This design comes from an exercise in tuning for small area on the open sky130 flow, not from production work. In this exercise RTL edits were held to simulation tests only and were not proved equivalent to the original. Power is estimated from default activity; no workload was simulated.

== indigo ==
==> flow/design.v (excerpt) <==
module rgb_to_ycbcr_444(
  input wire in_reset,
  input wire in_clock,
  input wire [7:0] in_r,
  input wire [7:0] in_g,
  input wire [7:0] in_b,
  output reg [7:0] out_y,
  output reg [7:0] out_cb,
  output reg [7:0] out_cr
  );
==> flow/config.mk <==
export PLATFORM = sky130hd
export DESIGN_NAME = rgb_to_ycbcr_444
export DESIGN_NICKNAME = rgb_to_ycbcr_444
export VERILOG_FILES = /design/flow/design.v
export SDC_FILE = /design/flow/constraint.sdc
export NUM_CORES = 4
export LEC_CHECK = 0
export CAP_MARGIN = 20
export CORE_MARGIN = 2
export CORE_UTILIZATION = 60
export CTS_BUF_LIST = sky130_fd_sc_hd__clkbuf_4 sky130_fd_sc_hd__clkbuf_8
export GPL_TIMING_DRIVEN = 0
export SLEW_MARGIN = 20
export SYNTH_HIERARCHICAL = 1
export SYNTH_MINIMUM_KEEP_SIZE = 0
export TNS_END_PERCENT = 0
==> flow/constraint.sdc <==
create_clock -name core_clock -period 6.0 [get_ports {in_clock}]
set_input_delay 1.2000 -clock core_clock [delete_from_list [all_inputs] [get_ports {in_clock}]]
set_output_delay 1.2000 -clock core_clock [all_outputs]
set_load 0.01 [all_outputs]
standard.sh (not shown) runs the stock make flow with config.mk's settings and CLKGATE_MAP_FILE= SYNTH_SCRIPT=/design/flow/synth_recipe.tcl, a recipe that flattens the netlist after the stock synthesis.
==> flow/flow/run.sh <==
#!/bin/bash
export BUFFER_PORTS_ARGS="-buffer_cell sky130_fd_sc_hd__buf_1"
export CTS_ARGS="-sink_clustering_enable -repair_clock_nets -dont_use_dummy_load -buf_list {sky130_fd_sc_hd__clkbuf_4 sky130_fd_sc_hd__clkbuf_8}"
bash standard.sh > standard.log 2>&1
Every stage of the flow completed for indigo, and the final layout passed the timing, design-rule and antenna checks.
> inputs changed (indigo -> fjord)
# indigo
export LEC_CHECK = 0
export CAP_MARGIN = 20
export CORE_MARGIN = 2
export CORE_UTILIZATION = 60
export CTS_BUF_LIST = sky130_fd_sc_hd__clkbuf_4 sky130_fd_sc_hd__clkbuf_8
export GPL_TIMING_DRIVEN = 0
export SLEW_MARGIN = 20
export SYNTH_HIERARCHICAL = 1
export SYNTH_MINIMUM_KEEP_SIZE = 0
export TNS_END_PERCENT = 0
create_clock -name core_clock -period 6.0 [get_ports {in_clock}]
# fjord
export LEC_CHECK = 0
export CAP_MARGIN = 20
export CORE_MARGIN = 2
export CORE_UTILIZATION = 60
export CTS_BUF_LIST = sky130_fd_sc_hd__clkbuf_4 sky130_fd_sc_hd__clkbuf_8
export GPL_TIMING_DRIVEN = 0
export SLEW_MARGIN = 20
export SYNTH_HIERARCHICAL = 1
export SYNTH_MINIMUM_KEEP_SIZE = 0
create_clock -name core_clock -period 6.0 [get_ports {in_clock}]
### Flow results
In summary, fjord completed successfully, with a layout that passed the timing, design-rule and antenna checks. Diff indigo -> fjord: number of maximum-capacitance constraint violations barely changed, number of vias in the routed layout barely changed, number of flops mapped to enable cells by yosys barely changed, sequential share of power barely changed.
Edits applied to the flow inputs when going from fjord to ember:
==> flow/flow/run.sh <==
#!/bin/bash
export BUFFER_PORTS_ARGS="-buffer_cell sky130_fd_sc_hd__buf_1"
export CTS_ARGS="-sink_clustering_enable -repair_clock_nets -dont_use_dummy_load -buf_list {sky130_fd_sc_hd__clkbuf_4 sky130_fd_sc_hd__clkbuf_8}"
export RECOVER_POWER=100
bash standard.sh > standard.log 2>&1
Results
Taking fjord as the reference, in ember share of the clock period used by the worst path ~0 delta, number of nets in the finished design ~0 delta, growth of design area from synthesis to finish ~0 delta.
Final global-route overflow total: ember vs fjord identical
ember ends up with a total length of routed met3 wires that is 0.47% lower than in fjord.
As far as post-synthesis average cell area is concerned, fjord and ember perform about the same.
As far as first-pass GRT wire length goes, ember and fjord are indistinguishable; the numbers are identical.
Via count across fjord and ember: no real change.
Status: static leakage parity (fjord, ember)
fjord and ember ended up with roughly the same routed wire length.

re-timing with driven ports:
How much do the figures lean on ideal ports? The routed layouts below were timed once more, with nothing changed but the port constraints. Step 1: set_driving_cell puts a clkbuf_16 on in_clock and a buf_2 on each other input, an assumption about the parent block. Step 2 moves the port delays by t, midway between the first and last clock arrival at a register: inputs arrive t later, outputs are due t later. That takes back most of the time a late clock gives input paths. a / b / c = no drivers / after step 1 / after step 2; a / b = the first two.
| run | t, ns | setup WS [ns] | worst hold slack (ns) | worst setup path after step 2 | worst register clock-pin slew, ns |
|---|---|---|---|---|---|
| indigo | 0.284 | 0.202 / 0.203 / -0.081 | 1.235 / 1.230 / 1.514 | input to register | 0.08 / 0.08 |
| fjord | 0.284 | 0.202 / 0.203 / -0.081 | 1.235 / 1.230 / 1.514 | input to register | 0.08 / 0.08 |
| ember | 0.284 | 0.200 / 0.200 / -0.084 | 1.235 / 1.230 / 1.514 | input to register | 0.08 / 0.08 |
With both steps, setup timing fails in every run listed, where it was met with ideal ports. The setup slack of ember, which loses most, moves by 0.000 ns with the drivers and by -0.284 ns with both steps.
